From an optimization exercise on the open Yosys and OpenROAD flow, aimed at small area and a short achievable clock period; shortcuts taken in it are not production practice. At most, simulation tests tie the RTL to the original design; equivalence was not proved.

Setup of v27:
==> flow/design.v <==
module Xoroshiro128StarStar (
      output [31:0] io_prngHigh,
      output [31:0] io_prngLow,
      input   io_next,
      input   clk,
      input   reset);
  reg [63:0] a0_r;
  wire [63:0] a0 = a0_r ^ 64'h1010001;
  reg [63:0] at_r;
  wire [63:0] at = at_r ^ 64'h2001010001;
  reg c16_r;
  wire c16 = c16_r ^ 1'h0;
  reg g1_r;
  wire g1 = g1_r ^ 1'h0;
  reg p1_r;
  wire p1 = p1_r ^ 1'h0;
  reg g2_r;
  wire g2 = g2_r ^ 1'h0;
  reg p2_r;
  wire p2 = p2_r ^ 1'h0;
  reg [63:0] q_r;
  wire [63:0] q = q_r ^ 64'h280;
  reg [63:0] out_r;
  wire [63:0] out = out_r ^ 64'h0;
  wire [63:0] a0_ = {a0[39:0], a0[63:40]} ^ at ^ (at << 16);
  wire [63:0] at_ = a0_ ^ {at[26:0], at[63:27]};
  wire [63:0] a4_ = a0_ << 2;
  wire [16:0] s0x = {1'b0, a0_[15:0]} + {1'b0, a4_[15:0]};
  wire [16:0] s1x = {1'b0, a0_[31:16]} + {1'b0, a4_[31:16]};
  wire [16:0] s2x = {1'b0, a0_[47:32]} + {1'b0, a4_[47:32]};
  wire n_c16 = s0x[16];
  wire n_g1 = s1x[16];
  wire n_p1 = &(a0_[31:16] ^ a4_[31:16]);
  wire n_g2 = s2x[16];
  wire n_p2 = &(a0_[47:32] ^ a4_[47:32]);
  wire [63:0] a4 = a0 << 2;
  wire c32 = g1 | (p1 & c16);
  wire c48 = g2 | (p2 & g1) | (p2 & p1 & c16);
  wire [15:0] m0 = a0[15:0] + a4[15:0];
  wire [16:0] m1 = {a0[31:16], 1'b1} + {a4[31:16], c16};
  wire [16:0] m2 = {a0[47:32], 1'b1} + {a4[47:32], c32};
  wire [16:0] m3 = {a0[63:48], 1'b1} + {a4[63:48], c48};
  wire [63:0] m5 = {m3[16:1], m2[16:1], m1[16:1], m0};
  wire [63:0] q_ = {m5[56:0], m5[63:57]};
  wire [63:0] o9 = q + (q << 3);
  assign io_prngHigh = out[63:32];
  assign io_prngLow = out[31:0];
  always @ (posedge clk or posedge reset) begin
    if (reset) begin
      a0_r <= 64'h0;
      at_r <= 64'h0;
      c16_r <= 1'h0;
      g1_r <= 1'h0;
      p1_r <= 1'h0;
      g2_r <= 1'h0;
      p2_r <= 1'h0;
      q_r <= 64'h0;
      out_r <= 64'h0;
    end else if (io_next) begin
      a0_r <= a0_ ^ 64'h1010001;
      at_r <= at_ ^ 64'h2001010001;
      c16_r <= n_c16 ^ 1'h0;
      g1_r <= n_g1 ^ 1'h0;
      p1_r <= n_p1 ^ 1'h0;
      g2_r <= n_g2 ^ 1'h0;
      p2_r <= n_p2 ^ 1'h0;
      q_r <= q_ ^ 64'h280;
      out_r <= o9 ^ 64'h0;
    end
  end
endmodule
Settings: LEC_CHECK=0, CAP_MARGIN=20, CORE_MARGIN=2, CORE_UTILIZATION=40, CTS_CLUSTER_DIAMETER=60, CTS_CLUSTER_SIZE=20, SETUP_SLACK_MARGIN=2.9, SLEW_MARGIN=20; clock period 5.0 ns.
standard.sh (not shown) runs the stock make flow with config.mk's settings and CLKGATE_MAP_FILE= SYNTH_SCRIPT=/design/flow/synth_recipe.tcl, a recipe that flattens the netlist after the stock synthesis.
==> flow/flow/run.sh <==
#!/bin/bash
# Own layout flow: the standard synthesis, then the combinational logic between
# the registers is mapped again by ABC for delay (registers, their names and cells are
# kept as the standard synthesis made them), then the standard ORFS flow from floorplan.
# Each tool's full output goes to a log file in the work folder.
set -euo pipefail
WORK=$(pwd)
FLOWDIR=$WORK/flow
R=$WORK/orfs/results/$FLOW_PLATFORM/Xoroshiro128StarStar/base
PLAT=$FLOW_HOME/platforms/$FLOW_PLATFORM
LIB=$PLAT/lib/sky130_fd_sc_hd__tt_025C_1v80.lib
YOSYS=$(command -v yosys || echo "$FLOW_HOME/../tools/install/yosys/bin/yosys")
D=${ABC_DELAY_PS:-1000}

bash standard.sh synth > "$WORK/log_1_standard_synth.log" 2>&1
cp "$R/1_2_yosys.v" "$WORK/standard_synth.v"

DU=$(sed -n '/DONT_USE_CELLS +=/,/^#/p' "$PLAT/config.mk" | grep -o 'sky130_fd_sc_hd__[a-z0-9_]*' | sed 's/^/-dont_use /' | tr '\n' ' ')
printf 'set_driving_cell sky130_fd_sc_hd__buf_1\nset_load 5\n' > "$WORK/abc.constr"
sed "s/@D@/$D/g" "$FLOWDIR/abc_delay.script" > "$WORK/abc_delay.script"
cat > "$WORK/remap.ys" <<EOY
read_liberty -ignore_miss_func $LIB
delete sky130_fd_sc_hd__dfrtp_* sky130_fd_sc_hd__dfstp_* sky130_fd_sc_hd__conb_1
read_verilog $FLOWDIR/stubs.v
read_verilog $WORK/standard_synth.v
hierarchy -top $FLOW_TOP
flatten
delete t:\\\$scopeinfo
opt_clean
abc -script $WORK/abc_delay.script -liberty $LIB $DU -constr $WORK/abc.constr -D $D
read_liberty -lib -overwrite $LIB
opt_clean -purge
hilomap -singleton -hicell sky130_fd_sc_hd__conb_1 HI -locell sky130_fd_sc_hd__conb_1 LO
splitnets
opt_clean -purge
rename -hide w:*.*
check -assert -mapped
stat -liberty $LIB
write_verilog -noattr -noexpr -nohex -nodec $WORK/remapped.v
EOY
"$YOSYS" -l "$WORK/log_2_remap_yosys.log" "$WORK/remap.ys" > /dev/null
cp "$WORK/remapped.v" "$R/1_2_yosys.v"
rm -f "$R/1_synth.odb" "$R/1_synth.sdc"
bash standard.sh > "$WORK/log_3_standard_flow.log" 2>&1
Other scripts of this flow, unchanged in this note and not shown: flow/flow/abc_delay.script, flow/flow/stubs.v
Input changes introduced in v32 (baseline for comparison: v27):
==> flow/design.v <==
module Xoroshiro128StarStar (
      output [31:0] io_prngHigh,
      output [31:0] io_prngLow,
      input   io_next,
      input   clk,
      input   reset);
  reg [63:0] a0_r;
  wire [63:0] a0 = a0_r ^ 64'h21002100000001;
  reg [63:0] at_r;
  wire [63:0] at = at_r ^ 64'h2001000100000401;
  reg c16_r;
  wire c16 = c16_r ^ 1'h0;
  reg g1_r;
  wire g1 = g1_r ^ 1'h0;
  reg p1_r;
  wire p1 = p1_r ^ 1'h0;
  reg g2_r;
  wire g2 = g2_r ^ 1'h0;
  reg p2_r;
  wire p2 = p2_r ^ 1'h0;
  reg [63:0] q_r;
  wire [63:0] q = q_r ^ 64'h282800280;
  reg [31:0] rlo_r;
  wire [31:0] rlo = rlo_r ^ 32'h1680;
  reg c9_r;
  wire c9 = c9_r ^ 1'h0;
  reg h2_r;
  wire h2 = h2_r ^ 1'h0;
  reg k2_r;
  wire k2 = k2_r ^ 1'h0;
  reg [34:0] qh_r;
  wire [34:0] qh = qh_r ^ 35'h0;
  reg [63:0] out_r;
  wire [63:0] out = out_r ^ 64'h0;
  wire [63:0] a0_ = {a0[39:0], a0[63:40]} ^ at ^ (at << 16);
  wire [63:0] at_ = a0_ ^ {at[26:0], at[63:27]};
  wire [63:0] a4_ = a0_ << 2;
  wire [16:0] s0x = {1'b0, a0_[15:0]} + {1'b0, a4_[15:0]};
  wire [16:0] s1x = {1'b0, a0_[31:16]} + {1'b0, a4_[31:16]};
  wire [16:0] s2x = {1'b0, a0_[47:32]} + {1'b0, a4_[47:32]};
  wire n_c16 = s0x[16];
  wire n_g1 = s1x[16];
  wire n_p1 = &(a0_[31:16] ^ a4_[31:16]);
  wire n_g2 = s2x[16];
  wire n_p2 = &(a0_[47:32] ^ a4_[47:32]);
  wire [63:0] a4 = a0 << 2;
  wire c32 = g1 | (p1 & c16);
  wire c48 = g2 | (p2 & g1) | (p2 & p1 & c16);
  wire [15:0] m0 = a0[15:0] + a4[15:0];
  wire [16:0] m1 = {a0[31:16], 1'b1} + {a4[31:16], c16};
  wire [16:0] m2 = {a0[47:32], 1'b1} + {a4[47:32], c32};
  wire [16:0] m3 = {a0[63:48], 1'b1} + {a4[63:48], c48};
  wire [63:0] m5 = {m3[16:1], m2[16:1], m1[16:1], m0};
  wire [63:0] q_ = {m5[56:0], m5[63:57]};
  wire [63:0] q8 = q << 3;
  wire [32:0] r9 = {1'b0, q[31:0]} + {1'b0, q8[31:0]};
  wire [16:0] r2 = {1'b0, q[47:32]} + {1'b0, q8[47:32]};
  wire n_h2 = r2[16];
  wire n_k2 = &(q[47:32] ^ q8[47:32]);
  wire [34:0] qh8 = qh << 3;
  wire c948 = h2 | (k2 & c9);
  wire [16:0] o2s = {qh[18:3], 1'b1} + {qh8[18:3], c9};
  wire [16:0] o3s = {qh[34:19], 1'b1} + {qh8[34:19], c948};
  wire [15:0] o2 = o2s[16:1];
  wire [15:0] o3 = o3s[16:1];
  assign io_prngHigh = out[63:32];
  assign io_prngLow = out[31:0];
  always @ (posedge clk or posedge reset) begin
    if (reset) begin
      a0_r <= 64'h0;
      at_r <= 64'h0;
      c16_r <= 1'h0;
      g1_r <= 1'h0;
      p1_r <= 1'h0;
      g2_r <= 1'h0;
      p2_r <= 1'h0;
      q_r <= 64'h0;
      rlo_r <= 32'h0;
      c9_r <= 1'h0;
      h2_r <= 1'h0;
      k2_r <= 1'h0;
      qh_r <= 35'h0;
      out_r <= 64'h0;
    end else if (io_next) begin
      a0_r <= a0_ ^ 64'h21002100000001;
      at_r <= at_ ^ 64'h2001000100000401;
      c16_r <= n_c16 ^ 1'h0;
      g1_r <= n_g1 ^ 1'h0;
      p1_r <= n_p1 ^ 1'h0;
      g2_r <= n_g2 ^ 1'h0;
      p2_r <= n_p2 ^ 1'h0;
      q_r <= q_ ^ 64'h282800280;
      rlo_r <= r9[31:0] ^ 32'h1680;
      c9_r <= r9[32] ^ 1'h0;
      h2_r <= n_h2 ^ 1'h0;
      k2_r <= n_k2 ^ 1'h0;
      qh_r <= q[63:29] ^ 35'h0;
      out_r <= {o3, o2, rlo} ^ 64'h0;
    end
  end
endmodule
### Flow results
Critical path depth: v32 vs v27 down 11. Global-route met2 utilization (lower): v32. Going from v27 to v32, count of plain and timing-repair buffers shrank by more than a quarter. Met3 routing resource usage after global routing: v32 < v27. Post-route minimum period for v32: 510 ps down relative to v27. For v27, the slowest stage cell on the critical path was sky130_fd_sc_hd__dfrtp_2, unlike v32, where it was sky130_fd_sc_hd__dfrtp_1. The run showing the greater wire length of the first global-routing pass is v32. In the metrics for v32 and v27, the one carrying the higher final core utilization is v27. v32 vs. v27: routed wire length higher; clock-buffer cell count +7; total placed cells including tap cells increased by 318 relative to the old numbers; final area now sits higher. Note that the die extent in y recorded for v32 amounts to 1.06 times the value seen in v27. In the reports for v32 and v27, the smaller total number of nets in the final design belongs to v27.
For v27, only the layout was checked, not whether the RTL still works.

==> static timing again, ports no longer ideal <==
No port has a modelled driver above. Below, the same layouts with a new extraction and two added sets of constraints. Step 1 sets driving cells, clkbuf_16 on the clock port and buf_2 on the other inputs (assumed; they add their load-dependent delay and slew). Step 2 also shifts input and output timing later by t, the mid clock arrival at the registers, as if the neighbouring blocks saw the same clock. Three values: ideal, step 1, step 2; two values: the first two.
run | shift t [ns] | slack for setup (ns) | hold WS [ns] | latest minus earliest clock arrival (ns) | cell pins on the clock port's net
v27 | 0.617 | 2.337 / 2.337 / 2.337 | 0.460 / 0.460 / 0.460 | 0.026 / 0.026 | 1
v32 | 0.626 | 2.848 / 2.788 / 2.354 | 0.440 / 0.440 / 0.440 | 0.022 / 0.022 | 1
After both steps every run listed still meets setup and hold. For v32, which loses most, drivers alone change the setup slack by -0.060 ns; drivers and shift together by -0.494 ns.
